This is an optimization exercise on Yosys and OpenROAD, whose aim is small area and a short achievable clock period, not a production implementation.
Function was checked by simulation only, so behaviour that the tests miss may differ from the original.

$ cat flow/run.sh
#!/bin/bash
# synth_recipe.tcl (not shown) runs the flow's synth.tcl, then flattens the netlist and writes it again
# the make line also repeats each setting of config.mk as NAME=value (left out here)
make -C /OpenROAD-flow-scripts/flow DESIGN_CONFIG=/design/flow/config.mk WORK_HOME=/design/flow/orfs CLKGATE_MAP_FILE= SYNTH_SCRIPT=/design/flow/synth_recipe.tcl finish
$ cat flow/config.mk
export PLATFORM = sky130hd
export DESIGN_NAME = axi_bridge_ip_tx
export DESIGN_NICKNAME = axi_bridge_ip_tx
export VERILOG_FILES = /design/flow/design.v
export SDC_FILE = /design/flow/constraint.sdc
export NUM_CORES = 4
export LEC_CHECK = 0
export CAP_MARGIN = 20
export CORE_MARGIN = 2
export CORE_UTILIZATION = 45
export SLEW_MARGIN = 20
$ cat flow/constraint.sdc
create_clock -name core_clock -period 26.0 [get_ports {clk_i}]
set_input_delay 5.2000 -clock core_clock [delete_from_list [all_inputs] [get_ports {clk_i}]]
set_output_delay 5.2000 -clock core_clock [all_outputs]
set_load 0.01 [all_outputs]
$ cat flow/design.v
module fifo_sync #(
  parameter int WIDTH = 32,
  parameter int DEPTH = 16
)(
  input  logic                 clk_i,
  input  logic                 rst_ni,
  input  logic                 clear_i,
  input  logic                 push_i,
  input  logic [WIDTH-1:0]     wdata_i,
  input  logic                 pop_i,
  output logic [WIDTH-1:0]     rdata_o,
  output logic                 full_o,
  output logic                 empty_o,
  output logic [$clog2(DEPTH+1)-1:0] level_o
);
  localparam int ADDR_W = $clog2(DEPTH);
  logic [WIDTH-1:0] mem [DEPTH-1:0];
  logic [ADDR_W-1:0] wr_ptr, rd_ptr;
  logic [$clog2(DEPTH+1)-1:0] count;
  assign rdata_o = mem[rd_ptr];
  assign full_o  = (count == DEPTH);
  assign empty_o = (count == 0);
  assign level_o = count;
  always_ff @(posedge clk_i or negedge rst_ni) begin
    if (!rst_ni) begin
      wr_ptr <= '0;
      rd_ptr <= '0;
      count  <= '0;
    end else if (clear_i) begin
      wr_ptr <= '0;
      rd_ptr <= '0;
      count  <= '0;
    end else begin
      logic do_push;
      logic do_pop;
      do_push = push_i && !full_o;    
      do_pop  = pop_i  && !empty_o;
      unique case ({do_push, do_pop})
        2'b10: begin  
          mem[wr_ptr] <= wdata_i;
          wr_ptr      <= (wr_ptr == DEPTH-1) ? '0 : wr_ptr + 1;
          count       <= count + 1;
        end
        2'b01: begin  
          rd_ptr      <= (rd_ptr == DEPTH-1) ? '0 : rd_ptr + 1;
          count       <= count - 1;
        end
        2'b11: begin  
          mem[wr_ptr] <= wdata_i;
          wr_ptr      <= (wr_ptr == DEPTH-1) ? '0 : wr_ptr + 1;
          rd_ptr      <= (rd_ptr == DEPTH-1) ? '0 : rd_ptr + 1;
        end
        default: ;    
      endcase
    end
  end
endmodule
module axi_bridge_ip_tx_ingress #(
  parameter int DATA_W      = 256,
  parameter int TUSER_W     = 16,
  parameter int FIFO_DEPTH  = 16
)(
  input  logic                   clk_i,
  input  logic                   rst_ni,
  input  logic [DATA_W-1:0]      s_axis_tdata,
  input  logic [DATA_W/8-1:0]    s_axis_tkeep,
  input  logic [TUSER_W-1:0]     s_axis_tuser,
  input  logic                   s_axis_tvalid,
  input  logic                   s_axis_tlast,
  output logic                   s_axis_tready,
  input  logic                   bridge_enable,
  input  logic                   strict_tkeep_en,
  input  logic [7:0]             tx_fifo_afull_thr,
  input  logic                   fifo_full,
  input  logic [$clog2(FIFO_DEPTH+1)-1:0] fifo_level,
  output logic                   fifo_push,
  output logic [DATA_W + (DATA_W/8) + TUSER_W + 1 - 1:0] fifo_wdata,
  output logic [31:0]            bytes_inc,
  output logic                   bytes_inc_valid,
  output logic                   ev_err_tkeep_illegal_pulse,
  output logic                   ev_err_overflow_tx_pulse
);
  localparam int MAX_KEEP_W = 256;
  function automatic logic [31:0] popcount_keep_fixed(
    input logic [MAX_KEEP_W-1:0] keep,
    input int unsigned           nbytes
  );
    popcount_keep_fixed = 0;
    for (int i = 0; i < MAX_KEEP_W; i++) begin
      if (i < nbytes && keep[i]) popcount_keep_fixed = popcount_keep_fixed + 1;
    end
  endfunction
  function automatic logic tkeep_illegal_f_fixed(
    input logic [MAX_KEEP_W-1:0] keep,
    input int unsigned           nbytes,
    input logic                  is_last
  );
    logic seen_zero;
    tkeep_illegal_f_fixed = 1'b0;
    seen_zero = 1'b0;
    for (int i = 0; i < MAX_KEEP_W; i++) begin
      if (i < nbytes) begin
        if (!is_last) begin
          if (!keep[i]) tkeep_illegal_f_fixed = 1'b1;
        end else begin
          if (!keep[i]) begin
            seen_zero = 1'b1;
          end else if (seen_zero) begin
            tkeep_illegal_f_fixed = 1'b1;
          end
        end
      end
    end
  endfunction
  localparam int BYTES_PER_BEAT = DATA_W/8;
  localparam int ENTRY_W        = DATA_W + BYTES_PER_BEAT + TUSER_W + 1;
  localparam int KEEP_PAD_W = MAX_KEEP_W - BYTES_PER_BEAT;
  initial begin
    if (DATA_W % 8 != 0) begin
      $error("axi_bridge_ip_tx_ingress: DATA_W must be multiple of 8");
    end
    if (BYTES_PER_BEAT > MAX_KEEP_W) begin
      $error("axi_bridge_ip_tx_ingress: BYTES_PER_BEAT (%0d) exceeds pkg MAX_KEEP_W (%0d)",
             BYTES_PER_BEAT, MAX_KEEP_W);
    end
  end
  logic fifo_almost_full;
  logic s_axis_handshake;
  localparam int LVL_W = $clog2(FIFO_DEPTH+1);
  logic [LVL_W-1:0] thr_trunc;
  assign thr_trunc        = tx_fifo_afull_thr[LVL_W-1:0];
  assign fifo_almost_full = (fifo_level >= thr_trunc);
  assign s_axis_tready =
    bridge_enable &&
    !fifo_full    &&
    !fifo_almost_full;
  assign s_axis_handshake = s_axis_tvalid && s_axis_tready;
  assign fifo_push = s_axis_handshake;
  assign fifo_wdata = {
    s_axis_tlast,
    s_axis_tuser,
    s_axis_tkeep,
    s_axis_tdata
  };
  logic [MAX_KEEP_W-1:0] keep_pad;
  assign keep_pad = { {KEEP_PAD_W{1'b0}}, s_axis_tkeep };
  always_comb bytes_inc = popcount_keep_fixed(keep_pad, BYTES_PER_BEAT);
  assign bytes_inc_valid = s_axis_handshake;
  logic tkeep_illegal_w;
  always_comb tkeep_illegal_w = tkeep_illegal_f_fixed(keep_pad, BYTES_PER_BEAT, s_axis_tlast);
  always_ff @(posedge clk_i or negedge rst_ni) begin
    if (!rst_ni) begin
      ev_err_tkeep_illegal_pulse <= 1'b0;
      ev_err_overflow_tx_pulse   <= 1'b0;
    end else begin
      ev_err_tkeep_illegal_pulse <= 1'b0;
      ev_err_overflow_tx_pulse   <= 1'b0;
      if (s_axis_handshake && strict_tkeep_en &&
          tkeep_illegal_w) begin
        ev_err_tkeep_illegal_pulse <= 1'b1;
      end
      if (fifo_push && fifo_full) begin
        ev_err_overflow_tx_pulse <= 1'b1;
      end
    end
  end
endmodule
module axi_bridge_ip_tx_ser_beat_fetch #(
  parameter int DATA_W      = 256,
  parameter int IF_W        = 64,
  parameter int TUSER_W     = 16,
  parameter int FIFO_DEPTH  = 16
)(
  input  logic                   clk_i,
  input  logic                   rst_ni,
  input  logic                   enable_i,
  input  logic                   flush_i,
  input  logic                   beat_ready_i,
  input  logic                   fifo_empty_i,
  input  logic [DATA_W + (DATA_W/8) + TUSER_W + 1 - 1:0] fifo_rdata_i,
  output logic                   fifo_pop_o,
  input  logic                   beat_done_pulse_i,
  output logic                   beat_valid_o,
  output logic [DATA_W-1:0]      beat_data_o,
  output logic [DATA_W/8-1:0]    beat_keep_o,
  output logic [TUSER_W-1:0]     beat_user_o,
  output logic                   beat_last_o,
  output logic [$clog2(((DATA_W/8) + (IF_W/8) - 1) / (IF_W/8) + 1)-1:0] beat_num_segs_o,
  output logic [$clog2((DATA_W/8) + 1)-1:0]                            beat_last_seg_bytes_o
);
  localparam int MAX_KEEP_W = 256;
  function automatic logic [31:0] popcount_keep_fixed(
    input logic [MAX_KEEP_W-1:0] keep,
    input int unsigned           nbytes
  );
    popcount_keep_fixed = 0;
    for (int i = 0; i < MAX_KEEP_W; i++) begin
      if (i < nbytes && keep[i]) popcount_keep_fixed = popcount_keep_fixed + 1;
    end
  endfunction
  localparam int BYTES_PER_BEAT    = DATA_W/8;
  localparam int BYTES_PER_SEG     = IF_W/8;
  localparam int MAX_SEGS_PER_BEAT = (BYTES_PER_BEAT + BYTES_PER_SEG - 1) / BYTES_PER_SEG;
  localparam int BYTE_CNT_W = $clog2(BYTES_PER_BEAT + 1);
  localparam int SEG_CNT_W  = $clog2(MAX_SEGS_PER_BEAT + 1);
  localparam int ENTRY_W    = DATA_W + BYTES_PER_BEAT + TUSER_W + 1;
  localparam int KEEP_PAD_W = MAX_KEEP_W - BYTES_PER_BEAT;
  initial begin
    if (DATA_W % 8 != 0) begin
      $error("axi_bridge_ip_tx_ser_beat_fetch: DATA_W must be multiple of 8");
    end
    if (IF_W % 8 != 0) begin
      $error("axi_bridge_ip_tx_ser_beat_fetch: IF_W must be multiple of 8");
    end
    if (IF_W > DATA_W) begin
      $error("axi_bridge_ip_tx_ser_beat_fetch: assumes IF_W <= DATA_W");
    end
    if (BYTES_PER_BEAT > MAX_KEEP_W) begin
      $error("axi_bridge_ip_tx_ser_beat_fetch: BYTES_PER_BEAT (%0d) exceeds pkg MAX_KEEP_W (%0d)",
             BYTES_PER_BEAT, MAX_KEEP_W);
    end
  end
  typedef logic [BYTE_CNT_W-1:0] byte_cnt_t;
  typedef logic [SEG_CNT_W-1:0]  seg_cnt_t;
  logic [DATA_W-1:0]          fifo_data;
  logic [BYTES_PER_BEAT-1:0]  fifo_keep;
  logic [TUSER_W-1:0]         fifo_user;
  logic                       fifo_last;
  assign fifo_data = fifo_rdata_i[DATA_W-1:0];
  assign fifo_keep = fifo_rdata_i[DATA_W +: BYTES_PER_BEAT];
  assign fifo_user = fifo_rdata_i[DATA_W + BYTES_PER_BEAT +: TUSER_W];
  assign fifo_last = fifo_rdata_i[ENTRY_W-1];
  logic fifo_pop_q;
  assign fifo_pop_o = fifo_pop_q;
  logic beat_ready_q;           
  logic beat_ready_rise;        
  assign beat_ready_rise = beat_ready_i && !beat_ready_q;
  logic beat_release_pulse;
  assign beat_release_pulse = beat_done_pulse_i || beat_ready_rise;
  logic can_load;
  assign can_load = enable_i && !fifo_empty_i && (!beat_valid_o || beat_release_pulse);
  always_ff @(posedge clk_i or negedge rst_ni) begin
    if (!rst_ni) begin
      fifo_pop_q            <= 1'b0;
      beat_valid_o          <= 1'b0;
      beat_data_o           <= '0;
      beat_keep_o           <= '0;
      beat_user_o           <= '0;
      beat_last_o           <= 1'b0;
      beat_num_segs_o       <= '0;
      beat_last_seg_bytes_o <= '0;
      beat_ready_q          <= 1'b0;
    end else begin
      fifo_pop_q   <= 1'b0;
      beat_ready_q <= beat_ready_i;
      if (flush_i) begin
        beat_valid_o <= 1'b0;
      end else begin
        if (beat_release_pulse && !can_load) begin
          beat_valid_o <= 1'b0;
        end
        if (can_load) begin
          logic [MAX_KEEP_W-1:0] keep_pad;
          int unsigned           vb_int;
          int unsigned           nsegs_int;
          int unsigned           last_bytes_int;
          keep_pad = { {KEEP_PAD_W{1'b0}}, fifo_keep };
          vb_int = popcount_keep_fixed(keep_pad, BYTES_PER_BEAT);
          if (vb_int == 0) begin
            nsegs_int      = 0;
            last_bytes_int = 0;
          end else begin
            nsegs_int      = (vb_int + BYTES_PER_SEG - 1) / BYTES_PER_SEG;
            last_bytes_int = vb_int - (nsegs_int - 1) * BYTES_PER_SEG;
          end
          fifo_pop_q <= 1'b1;
          beat_data_o <= fifo_data;
          beat_keep_o <= fifo_keep;
          beat_user_o <= fifo_user;
          beat_last_o <= fifo_last;
          beat_num_segs_o       <= seg_cnt_t'(nsegs_int);
          beat_last_seg_bytes_o <= byte_cnt_t'(last_bytes_int);
          beat_valid_o <= (vb_int != 0);
        end
      end
    end
  end
endmodule
module axi_bridge_ip_tx_ser_segment_gen #(
  parameter int DATA_W  = 256,
  parameter int IF_W    = 64,
  parameter int TUSER_W = 16
)(
  input  logic                   clk_i,
  input  logic                   rst_ni,
  input  logic                   enable_i,
  input  logic                   flush_i,
  input  logic                   beat_valid_i,
  input  logic [DATA_W-1:0]      beat_data_i,
  input  logic [DATA_W/8-1:0]    beat_keep_i,               
  input  logic [TUSER_W-1:0]     beat_user_i,
  input  logic                   beat_last_i,
  input  logic [$clog2(((DATA_W/8)+(IF_W/8)-1)/(IF_W/8) + 1)-1:0] beat_num_segs_i,
  input  logic [$clog2((DATA_W/8)+1)-1:0]                        beat_last_seg_bytes_i,
  input  logic                   cl_tx_ready_i,
  output logic [IF_W-1:0]        cl_tx_data_o,
  output logic [IF_W/8-1:0]      cl_tx_keep_o,
  output logic [TUSER_W-1:0]     cl_tx_user_o,
  output logic                   cl_tx_valid_o,
  output logic                   cl_tx_sop_o,
  output logic                   cl_tx_eop_o,
  output logic                   beat_done_pulse_o,
  output logic                   frame_done_pulse_o,
  output logic                   stall_cycle_en_o,
  output logic                   beat_ready_o,
  output logic                   in_packet_o
);
  localparam int BYTES_PER_SEG     = IF_W/8;
  localparam int BYTES_PER_BEAT    = DATA_W/8;
  localparam int MAX_SEGS_PER_BEAT = (BYTES_PER_BEAT + BYTES_PER_SEG - 1) / BYTES_PER_SEG;
  localparam int SEG_CNT_W         = $clog2(MAX_SEGS_PER_BEAT + 1);
  typedef logic [SEG_CNT_W-1:0] seg_cnt_t;
  logic [DATA_W-1:0]   data_shreg_q;         
  seg_cnt_t            seg_idx_q;            
  seg_cnt_t            num_segs_q;           
  logic                beat_last_q;          
  logic [TUSER_W-1:0]  beat_user_q;          
  logic [$bits(beat_last_seg_bytes_i)-1:0] last_seg_bytes_q;  
  logic                active_q;             
  logic                in_packet_q;          
  logic [TUSER_W-1:0]  frame_user_q;         
  logic [IF_W-1:0]         data_q;
  logic [BYTES_PER_SEG-1:0] keep_q;
  logic [TUSER_W-1:0]      user_q;
  logic                    valid_q, sop_q, eop_q;
  function automatic seg_cnt_t last_seg_idx(input seg_cnt_t nsegs);
    if (nsegs == '0) last_seg_idx = '0;
    else            last_seg_idx = nsegs - 1;
  endfunction
  function automatic logic [BYTES_PER_SEG-1:0] make_keep_mask(input int unsigned nbytes);
    make_keep_mask = '0;
    for (int b = 0; b < BYTES_PER_SEG; b++) begin
      if (b < nbytes) make_keep_mask[b] = 1'b1;
    end
  endfunction
  logic     fire_w;
  seg_cnt_t last_idx_w;
  assign fire_w     = enable_i && valid_q && cl_tx_ready_i;
  assign last_idx_w = last_seg_idx(num_segs_q);
  assign beat_done_pulse_o  = fire_w && (seg_idx_q == last_idx_w);
  assign frame_done_pulse_o = fire_w && eop_q;
  assign stall_cycle_en_o = enable_i && valid_q && !cl_tx_ready_i;
  assign beat_ready_o = enable_i && !flush_i && !active_q;
  assign cl_tx_data_o  = data_q;
  assign cl_tx_keep_o  = keep_q;
  assign cl_tx_user_o  = user_q;
  assign cl_tx_valid_o = valid_q;
  assign cl_tx_sop_o   = sop_q;
  assign cl_tx_eop_o   = eop_q;
  assign in_packet_o   = in_packet_q;
	function automatic logic [IF_W-1:0] lsb_after_shift(input logic [DATA_W-1:0] x);
	  lsb_after_shift = x[2*IF_W-1:IF_W];
	endfunction
  always_ff @(posedge clk_i or negedge rst_ni) begin
    if (!rst_ni) begin
      data_shreg_q      <= '0;
      seg_idx_q         <= '0;
      num_segs_q        <= '0;
      beat_last_q       <= 1'b0;
      beat_user_q       <= '0;
      last_seg_bytes_q  <= '0;
      active_q          <= 1'b0;
      in_packet_q       <= 1'b0;
      frame_user_q      <= '0;
      data_q            <= '0;
      keep_q            <= '0;
      user_q            <= '0;
      valid_q           <= 1'b0;
      sop_q             <= 1'b0;
      eop_q             <= 1'b0;
    end else begin
      if (flush_i) begin
        active_q     <= 1'b0;
        valid_q      <= 1'b0;
        seg_idx_q    <= '0;
        sop_q        <= 1'b0;
        eop_q        <= 1'b0;
        in_packet_q  <= 1'b0;
      end else if (!enable_i) begin
        valid_q <= 1'b0;
        sop_q   <= 1'b0;
        eop_q   <= 1'b0;
      end else begin
        if (fire_w) begin
          if (sop_q) in_packet_q <= 1'b1;
          if (eop_q) in_packet_q <= 1'b0;  
          if (seg_idx_q == last_idx_w) begin
            active_q  <= 1'b0;
            valid_q   <= 1'b0;
            seg_idx_q <= '0;
            sop_q     <= 1'b0;
            eop_q     <= 1'b0;
          end else begin
            data_shreg_q <= (data_shreg_q >> IF_W);
            seg_idx_q    <= seg_idx_q + 1;
            data_q       <= lsb_after_shift(data_shreg_q);
            if ((seg_idx_q + 1) < last_idx_w) begin
              keep_q <= {BYTES_PER_SEG{1'b1}};
            end else begin
              if (last_seg_bytes_q == 0 || last_seg_bytes_q == BYTES_PER_SEG) begin
                keep_q <= {BYTES_PER_SEG{1'b1}};
              end else begin
                keep_q <= make_keep_mask(int'(last_seg_bytes_q));
              end
            end
            sop_q  <= 1'b0;
            eop_q  <= beat_last_q && ((seg_idx_q + 1) == last_idx_w);
            user_q  <= frame_user_q;
            valid_q <= 1'b1;
          end
        end
        else begin
          if (valid_q) begin
          end else begin
            if (active_q) begin
              data_q <= data_shreg_q[IF_W-1:0];
              if (seg_idx_q < last_idx_w) begin
                keep_q <= {BYTES_PER_SEG{1'b1}};
              end else begin
                if (last_seg_bytes_q == 0 || last_seg_bytes_q == BYTES_PER_SEG) begin
                  keep_q <= {BYTES_PER_SEG{1'b1}};
                end else begin
                  keep_q <= make_keep_mask(int'(last_seg_bytes_q));
                end
              end
              sop_q   <= (!in_packet_q && (seg_idx_q == '0));
              eop_q   <= beat_last_q && (seg_idx_q == last_idx_w);
              user_q  <= frame_user_q;
              valid_q <= 1'b1;
            end else if (beat_valid_i && (beat_num_segs_i != '0)) begin
              active_q         <= 1'b1;
              seg_idx_q        <= '0;
              data_shreg_q     <= beat_data_i;
              num_segs_q       <= seg_cnt_t'(beat_num_segs_i);
              beat_last_q      <= beat_last_i;
              beat_user_q      <= beat_user_i;
              last_seg_bytes_q <= beat_last_seg_bytes_i;
              if (!in_packet_q) begin
                frame_user_q <= beat_user_i;
                user_q       <= beat_user_i;
              end else begin
                user_q       <= frame_user_q;
              end
              data_q  <= beat_data_i[IF_W-1:0];
              if (seg_cnt_t'(beat_num_segs_i) == '0) begin
                keep_q <= '0;
              end else if (last_seg_idx(seg_cnt_t'(beat_num_segs_i)) != '0) begin
                keep_q <= {BYTES_PER_SEG{1'b1}};
              end else begin
                if (beat_last_seg_bytes_i == 0 || beat_last_seg_bytes_i == BYTES_PER_SEG) begin
                  keep_q <= {BYTES_PER_SEG{1'b1}};
                end else begin
                  keep_q <= make_keep_mask(int'(beat_last_seg_bytes_i));
                end
              end
              sop_q   <= (!in_packet_q);  
              eop_q   <= beat_last_i && (last_seg_idx(seg_cnt_t'(beat_num_segs_i)) == '0);
              valid_q <= 1'b1;
            end else begin
              valid_q <= 1'b0;
              sop_q   <= 1'b0;
              eop_q   <= 1'b0;
            end
          end
        end
      end
    end
  end
endmodule
module axi_bridge_ip_tx_serializer #(
  parameter int DATA_W      = 256,
  parameter int IF_W        = 64,
  parameter int TUSER_W     = 16,
  parameter int FIFO_DEPTH  = 16
)(
  input  logic                   clk_i,
  input  logic                   rst_ni,
  input  logic                   bridge_enable,
  input  logic                   drop_on_midreset,
  input  logic                   fifo_empty_i,
  input  logic [DATA_W + (DATA_W/8) + TUSER_W + 1 - 1:0] fifo_rdata_i,
  output logic                   fifo_pop_o,
  output logic                   fifo_clear_o,
  input  logic                   cl_tx_ready_i,
  output logic [IF_W-1:0]        cl_tx_data_o,
  output logic [IF_W/8-1:0]      cl_tx_keep_o,
  output logic [TUSER_W-1:0]     cl_tx_user_o,
  output logic                   cl_tx_valid_o,
  output logic                   cl_tx_sop_o,
  output logic                   cl_tx_eop_o,
  output logic                   frame_done_pulse_o,
  output logic                   stall_cycle_en_o,
  output logic                   ev_err_midreset_drop_pulse_o
);
  logic flush_pulse;
  logic beat_done_pulse;
  logic beat_ready;  
  logic beat_valid;
  logic [DATA_W-1:0]   beat_data;
  logic [DATA_W/8-1:0] beat_keep;
  logic [TUSER_W-1:0]  beat_user;
  logic               beat_last;
  logic [$clog2(((DATA_W/8)+(IF_W/8)-1)/(IF_W/8) + 1)-1:0] beat_num_segs;
  logic [$clog2((DATA_W/8)+1)-1:0]                        beat_last_seg_bytes;
  logic in_packet;
  logic bridge_enable_q;
  logic pending_activity;
  assign pending_activity = in_packet || beat_valid || cl_tx_valid_o || !fifo_empty_i;
  always_ff @(posedge clk_i or negedge rst_ni) begin
    if (!rst_ni) begin
      bridge_enable_q              <= 1'b0;
      flush_pulse                  <= 1'b0;
      fifo_clear_o                 <= 1'b0;
      ev_err_midreset_drop_pulse_o <= 1'b0;
    end else begin
      bridge_enable_q              <= bridge_enable;
      flush_pulse                  <= 1'b0;
      fifo_clear_o                 <= 1'b0;
      ev_err_midreset_drop_pulse_o <= 1'b0;
      if (drop_on_midreset &&
          bridge_enable_q && !bridge_enable &&
          pending_activity) begin
        flush_pulse                  <= 1'b1;
        fifo_clear_o                 <= 1'b1;
        ev_err_midreset_drop_pulse_o <= 1'b1;
      end
    end
  end
  axi_bridge_ip_tx_ser_beat_fetch #(
    .DATA_W     (DATA_W),
    .IF_W       (IF_W),
    .TUSER_W    (TUSER_W),
    .FIFO_DEPTH (FIFO_DEPTH)
  ) u_beat_fetch (
    .clk_i               (clk_i),
    .rst_ni              (rst_ni),
    .enable_i            (bridge_enable),
    .flush_i             (flush_pulse),
    .beat_ready_i        (beat_done_pulse),
    .fifo_empty_i        (fifo_empty_i),
    .fifo_rdata_i        (fifo_rdata_i),
    .fifo_pop_o          (fifo_pop_o),
    .beat_done_pulse_i   (beat_done_pulse),
    .beat_valid_o        (beat_valid),
    .beat_data_o         (beat_data),
    .beat_keep_o         (beat_keep),
    .beat_user_o         (beat_user),
    .beat_last_o         (beat_last),
    .beat_num_segs_o       (beat_num_segs),
    .beat_last_seg_bytes_o (beat_last_seg_bytes)
  );
  axi_bridge_ip_tx_ser_segment_gen #(
    .DATA_W  (DATA_W),
    .IF_W    (IF_W),
    .TUSER_W (TUSER_W)
  ) u_segment_gen (
    .clk_i                 (clk_i),
    .rst_ni                (rst_ni),
    .enable_i              (bridge_enable),
    .flush_i               (flush_pulse),
    .beat_valid_i          (beat_valid),
    .beat_data_i           (beat_data),
    .beat_keep_i           (beat_keep),
    .beat_user_i           (beat_user),
    .beat_last_i           (beat_last),
    .beat_num_segs_i       (beat_num_segs),
    .beat_last_seg_bytes_i (beat_last_seg_bytes),
    .cl_tx_ready_i         (cl_tx_ready_i),
    .cl_tx_data_o          (cl_tx_data_o),
    .cl_tx_keep_o          (cl_tx_keep_o),
    .cl_tx_user_o          (cl_tx_user_o),
    .cl_tx_valid_o         (cl_tx_valid_o),
    .cl_tx_sop_o           (cl_tx_sop_o),
    .cl_tx_eop_o           (cl_tx_eop_o),
    .beat_done_pulse_o     (beat_done_pulse),
    .frame_done_pulse_o    (frame_done_pulse_o),
    .stall_cycle_en_o      (stall_cycle_en_o),
    .beat_ready_o          (beat_ready),    
    .in_packet_o           (in_packet)
  );
endmodule
module axi_bridge_ip_tx_stats #(
  parameter int FIFO_DEPTH = 16
)(
  input  logic                   clk_i,
  input  logic                   rst_ni,
  input  logic [31:0]            bytes_inc_i,
  input  logic                   bytes_inc_valid_i,
  input  logic                   frame_done_pulse_i,
  input  logic                   stall_cycle_en_i,
  input  logic [$clog2(FIFO_DEPTH+1)-1:0] fifo_level_i,
  output logic [31:0]            stat_tx_frames,
  output logic [31:0]            stat_tx_bytes,
  output logic [15:0]            stat_tx_fifo_level,
  output logic [31:0]            stat_tx_stall_cycles
);
  always_ff @(posedge clk_i or negedge rst_ni) begin
    if (!rst_ni) begin
      stat_tx_frames       <= '0;
      stat_tx_bytes        <= '0;
      stat_tx_fifo_level   <= '0;
      stat_tx_stall_cycles <= '0;
    end else begin
      stat_tx_fifo_level <= {{(16-$bits(fifo_level_i)){1'b0}}, fifo_level_i};
      if (bytes_inc_valid_i) begin
        stat_tx_bytes <= stat_tx_bytes + bytes_inc_i;
      end
      if (frame_done_pulse_i) begin
        stat_tx_frames <= stat_tx_frames + 1;
      end
      if (stall_cycle_en_i) begin
        stat_tx_stall_cycles <= stat_tx_stall_cycles + 1;
      end
    end
  end
endmodule
module axi_bridge_ip_tx #(
  parameter int DATA_W       = 256,
  parameter int IF_W         = 64,
  parameter int TUSER_W      = 16,
  parameter int FIFO_DEPTH   = 16
)(
  input  logic                   clk_i,
  input  logic                   rst_ni,
  input  logic [DATA_W-1:0]      s_axis_tdata,
  input  logic [DATA_W/8-1:0]    s_axis_tkeep,
  input  logic [TUSER_W-1:0]     s_axis_tuser,
  input  logic                   s_axis_tvalid,
  input  logic                   s_axis_tlast,
  output logic                   s_axis_tready,
  output logic [IF_W-1:0]        cl_tx_data,
  output logic [IF_W/8-1:0]      cl_tx_keep,
  output logic [TUSER_W-1:0]     cl_tx_user,
  output logic                   cl_tx_valid,
  output logic                   cl_tx_sop,
  output logic                   cl_tx_eop,
  input  logic                   cl_tx_ready,
  input  logic                   bridge_enable,
  input  logic                   strict_tkeep_en,
  input  logic [7:0]             tx_fifo_afull_thr,
  input  logic                   drop_on_midreset,
  output logic [31:0]            stat_tx_frames,
  output logic [31:0]            stat_tx_bytes,
  output logic [15:0]            stat_tx_fifo_level,
  output logic [31:0]            stat_tx_stall_cycles,
  output logic                   ev_err_tkeep_illegal,
  output logic                   ev_err_midreset_drop,
  output logic                   ev_err_overflow_tx
);
  localparam int BYTES_PER_BEAT = DATA_W/8;
  localparam int ENTRY_W        = DATA_W + BYTES_PER_BEAT + TUSER_W + 1;
  initial begin
    if (DATA_W % 8 != 0 || IF_W % 8 != 0) begin
      $error("DATA_W and IF_W must be multiples of 8");
    end
    if (IF_W > DATA_W) begin
      $error("axi_bridge_ip_tx assumes IF_W <= DATA_W");
    end
  end
  logic                 fifo_push, fifo_pop;
  logic [ENTRY_W-1:0]   fifo_wdata, fifo_rdata;
  logic                 fifo_full, fifo_empty;
  logic [$clog2(FIFO_DEPTH+1)-1:0] fifo_level;
  logic                 fifo_clear;
  logic [31:0] bytes_inc;
  logic        bytes_inc_valid;
  logic frame_done_pulse;
  logic stall_cycle_en;
  axi_bridge_ip_tx_ingress #(
    .DATA_W     (DATA_W),
    .TUSER_W    (TUSER_W),
    .FIFO_DEPTH (FIFO_DEPTH)
  ) u_ingress (
    .clk_i                  (clk_i),
    .rst_ni                 (rst_ni),
    .s_axis_tdata           (s_axis_tdata),
    .s_axis_tkeep           (s_axis_tkeep),
    .s_axis_tuser           (s_axis_tuser),
    .s_axis_tvalid          (s_axis_tvalid),
    .s_axis_tlast           (s_axis_tlast),
    .s_axis_tready          (s_axis_tready),
    .bridge_enable          (bridge_enable),
    .strict_tkeep_en        (strict_tkeep_en),
    .tx_fifo_afull_thr      (tx_fifo_afull_thr),
    .fifo_full              (fifo_full),
    .fifo_level             (fifo_level),
    .fifo_push              (fifo_push),
    .fifo_wdata             (fifo_wdata),
    .bytes_inc              (bytes_inc),
    .bytes_inc_valid        (bytes_inc_valid),
    .ev_err_tkeep_illegal_pulse (ev_err_tkeep_illegal),
    .ev_err_overflow_tx_pulse   (ev_err_overflow_tx)
  );
  fifo_sync #(
    .WIDTH (ENTRY_W),
    .DEPTH (FIFO_DEPTH)
  ) u_ingress_fifo (
    .clk_i    (clk_i),
    .rst_ni   (rst_ni),
    .clear_i  (fifo_clear),
    .push_i   (fifo_push),
    .wdata_i  (fifo_wdata),
    .pop_i    (fifo_pop),
    .rdata_o  (fifo_rdata),
    .full_o   (fifo_full),
    .empty_o  (fifo_empty),
    .level_o  (fifo_level)
  );
  axi_bridge_ip_tx_serializer #(
    .DATA_W     (DATA_W),
    .IF_W       (IF_W),
    .TUSER_W    (TUSER_W),
    .FIFO_DEPTH (FIFO_DEPTH)
  ) u_serializer (
    .clk_i                     (clk_i),
    .rst_ni                    (rst_ni),
    .bridge_enable             (bridge_enable),
    .drop_on_midreset          (drop_on_midreset),
    .fifo_empty_i              (fifo_empty),
    .fifo_rdata_i              (fifo_rdata),
    .fifo_pop_o                (fifo_pop),
    .fifo_clear_o              (fifo_clear),
    .cl_tx_ready_i             (cl_tx_ready),
    .cl_tx_data_o              (cl_tx_data),
    .cl_tx_keep_o              (cl_tx_keep),
    .cl_tx_user_o              (cl_tx_user),
    .cl_tx_valid_o             (cl_tx_valid),
    .cl_tx_sop_o               (cl_tx_sop),
    .cl_tx_eop_o               (cl_tx_eop),
    .frame_done_pulse_o        (frame_done_pulse),
    .stall_cycle_en_o          (stall_cycle_en),
    .ev_err_midreset_drop_pulse_o (ev_err_midreset_drop)
  );
  axi_bridge_ip_tx_stats #(
    .FIFO_DEPTH (FIFO_DEPTH)
  ) u_stats (
    .clk_i                (clk_i),
    .rst_ni               (rst_ni),
    .bytes_inc_i          (bytes_inc),
    .bytes_inc_valid_i    (bytes_inc_valid),
    .frame_done_pulse_i   (frame_done_pulse),
    .stall_cycle_en_i     (stall_cycle_en),
    .fifo_level_i         (fifo_level),
    .stat_tx_frames       (stat_tx_frames),
    .stat_tx_bytes        (stat_tx_bytes),
    .stat_tx_fifo_level   (stat_tx_fifo_level),
    .stat_tx_stall_cycles (stat_tx_stall_cycles)
  );
endmodule
==> flow_metrics.py <==
metrics = {
    "status": {
        "outcome": "timing/DRC/antenna clean",
    },
    "place": {
        "gp_congestion": 0.825,
        "hpwl_um": 378000,
        "preCtsSetupSlack_ns": -1.65,
        "numPortBuffers": 512,
    },
    "synthesis": {
        "synth-xor-area-share_pct": 1.82,
        "synth_top_family_by_area": "compound AO/OA/AOI/OAI gates",
        "synthTopCellsByCount": "edfxtp_1 (4880), a22oi_1 (1574), nand2_1 (1171)",
        "async_reset_ff_share_pct": 13.8,
        "syn_area_mm2": 0.216,
        "yosys_warnings": 8,
        "synth_most_common_cell": "edfxtp_1",
        "synth-simple-area-share_pct": 5.66,
        "ys_ff_latch": 5660,
        "synth_ff_type": "edfxtp_1",
        "synthCells": 13800,
        "synth_compound_area_share_pct": 12.3,
        "ys_seq_area_share_pct": 76.8,
        "synth_top_area_cell": "edfxtp_1",
        "synth-edff-count": 4880,
        "synth_top_cell_area_share_pct": 67.7,
        "synth_area_per_cell_um2": 15.7,
        "yosysUniqueCellTypes": 120,
        "synth_mux_area_share_pct": 0.863,
        "yosys-top-cells-area": "edfxtp_1 (68%), dfrtp_1 (9.0%), a22oi_1 (5.5%)",
        "synth_fa_ha_area_share_pct": 0.748,
    },
    "clock_network": {
        "tritoncts": "yes",
        "clk_latency_ns": 1.08,
        "clk_pin_slew_ns": 0.06,
        "clock-root-buffer": "clkbuf_16",
        "numCtsBuffers": 587,
        "clockBufferDepth": 4,
        "cts-hold-fix-buffers": 0,
        "cts_num_sinks": 5660,
        "h-tree-depth": 6,
    },
    "timing": {
        "fin_crit_ns": 24.61,
        "worst_slack_ns": 1.39,
        "holdWs_ns": 0.467,
        "period_share_pct": 94.7,
        "drv_slew": 0,
        "worstMarginPinSlew_ns": 1.16,
        "relSlewSlack_pct": 21.5,
        "setup_viol": 0,
        "tns_ns": 0,
        "fin_skew_ns": 0.0659,
        "report.final.hold_viol_count": 0,
        "fmax_mhz": 40.6,
    },
    "setup_path": {
        "crit_start": "s_axis_tkeep[2]",
        "crit_fanout": 5,
        "cp_slowest_cell": "clkdlybuf4s50_1",
        "path_class": "input pin to flip-flop",
        "r2r_start": "u_ingress_fifo.rd_ptr[0]",
        "critPathLaunchType": "input pin",
        "cp_data_arrival_time_ns": 25.52,
        "cp.required_ns": 26.90,
        "r2r_setup_slack_ns": 2.52,
        "cpPeakStageDelay_ns": 0.59,
        "worstSetupEndpointType": "flip-flop",
        "cpMostUsedCell": "ha_1",
    },
    "detailed_routing": {
        "drc_errors": 0,
        "viasPerCell": 6.18,
        "via_count": 132000,
        "first_iter_violations": 17800,
        "drtPass1Iterations": 9,
        "postRouteAntennaNets": 0,
        "wirelength_um": 689000,
        "post_drt_wl_per_cell_um": 32.2,
    },
    "global_route": {
        "use_met3_pct": 4.86,
        "grt.busiest_layer": "met2",
        "grt_pass1_vias": 127000,
        "grt.overflow.total": 0,
        "use_met2_pct": 44.0,
        "antenna_found_initial": 155,
        "track_usage_pct": 27.5,
        "grt_util_met1_pct": 39.0,
        "grt_pass1_wl_um": 969000,
        "grt_max_degree": 185,
    },
    "floorplanning": {
        "die-area_mm2": 0.486,
        "start_util_pct": 45.2,
        "die_y_um": 697,
        "die_w_um": 697,
        "rows": 254,
        "pin_count": 527,
        "coreArea_mm2": 0.479,
    },
    "cells_and_area": {
        "drive_gt1_share_pct": 9.84,
        "area_growth_pct": 15.2,
        "layout.nets": 14900,
    },
    "job": {
        "drv_cap": 0,
    },
    "worst_hold_path": {
        "min_from": "u_serializer.u_segment_gen.data_shreg_q[230]",
        "min_path_type": "flip-flop to flip-flop",
    },
}
routing by layer:
layer | wire length [um] | part of all wire, % | up-vias
met2 | 323000 | 47 | 6515
met3 | 62500 | 9.1 | 1061
li1 | - | - | 56300
met4 | 20200 | 2.9 | 60
met1 | 284000 | 41 | 68300
met5 | 414 | 0.060 | -
cells by family (layout without fill, tap and decap cells):
group	Yosys count	in the layout
fa+ha+maj	128	128
buf+inv	991	2120
other cells	1	82
xor+xnor	374	374
mux	178	178
simple gates	2647	2647
flops	5660	5660
compound gates	3803	3803
cell usage in the layout, fill, tap and decap left out, drive strengths merged, types with 376 or more instances in the layout:
master | synthesis | layout
a21oi | 403 | 403
a22oi | 1575 | 1575
buf | 141 | 426
clkbuf | 722 | 758
clkdlybuf4s50 | 0 | 505
dfrtp | 780 | 780
edfxtp | 4880 | 4880
nand2 | 1172 | 1172
nand3 | 386 | 386
nand4 | 376 | 376
nor2 | 402 | 402
o21ai | 471 | 471
path summary, 6_finish.rpt:
| check | cells after the start | end |
|---|---|---|
| setup / recovery | 117 | u_stats.stat_tx_bytes[30] |
| hold / removal | 2 | u_serializer.u_segment_gen.data_shreg_q[230] |
| setup reg to reg | 108 | flip-flop |
| hold reg to reg | 2 | u_serializer.u_segment_gen.data_shreg_q[230] |
| max in group asynchronous | 7 | u_serializer.u_segment_gen.data_shreg_q[156] |
| min in group asynchronous | 1 | u_serializer.u_segment_gen.user_q[1] |
through the flow:
step	cell area (um2)	util [%]	cells
2_1_floorplan	216000	-	13800
5_1_grt	249000	52.1	21400
4_1_cts	249000	52.0	21300
6_report	249000	52.1	21400
3_5_place_dp	230000	48.0	20300
3_3_place_gp	230000	48.0	20300
cell type report:
class,count,area (um2)
clock inverter,301,3030
antenna,48,120
clock buffer,758,15800
tap,6400,8010
fill,39300,229000
multi-input combinational,7164,47100
inverter,128,480
timing repair buffer,933,8700
sequential,5660,166000
sequential cells by signal, indices dropped and copies added (netlist names), 4 cells and up:
register and count:
u_ingress_fifo.mem 4880, u_serializer.u_beat_fetch.beat_data_o 256, u_serializer.u_segment_gen.data_shreg_q 256, u_serializer.u_segment_gen.data_q 64, u_stats.stat_tx_bytes 32, u_stats.stat_tx_frames 32, u_stats.stat_tx_stall_cycles 32, u_serializer.u_beat_fetch.beat_user_o 16
u_serializer.u_segment_gen.frame_user_q 16, u_serializer.u_segment_gen.user_q 16, u_serializer.u_segment_gen.keep_q 8, u_serializer.u_beat_fetch.beat_last_seg_bytes_o 6, u_serializer.u_segment_gen.last_seg_bytes_q 6, u_ingress_fifo.count 5, u_stats.stat_tx_fifo_level 5, u_ingress_fifo.rd_ptr 4
u_ingress_fifo.wr_ptr 4
critical path: cells and delay by family:
kind            cells  cell delay (ns)
fa+ha+maj          29             8.28
compound gates     43             5.61
mux                12             2.84
simple gates       22             2.00
buf+inv            10             1.41
xor+xnor            1             0.15
what timing repair did:
action	4_1_cts	5_1_grt
pin swaps	5	46
hold endpoints to repair	0	0
setup endpoints to repair	6	14
resized for setup	19	45
buffers inserted	5	10

static timing again, ports no longer ideal:
In the flow no input, the clock included, has a driving cell. The finished layout below was timed again as built, in two steps.
Step 1, drivers: a clkbuf_16 drives clk_i and a buf_2 each remaining input, both assumed.
Step 2 adds t to the input delays and takes it off the output delays; t is the mean of the earliest and latest rising clock arrival at the registers after step 1. Input paths then give back, and output paths get back, about the clock's delay inside the block.
a / b / c = ideal ports / drivers / drivers and shift; a / b = the first two.
shift t [ns]: 1.170
setup WS [ns]: 1.387 / 1.482 / 0.312
worst slew at a driven data input, ns: 0.27
pins driven straight from the clock port: 1
After both steps this run still meets setup and hold. The setup slack of this run moves by +0.095 ns with the drivers and by -1.075 ns with both steps.
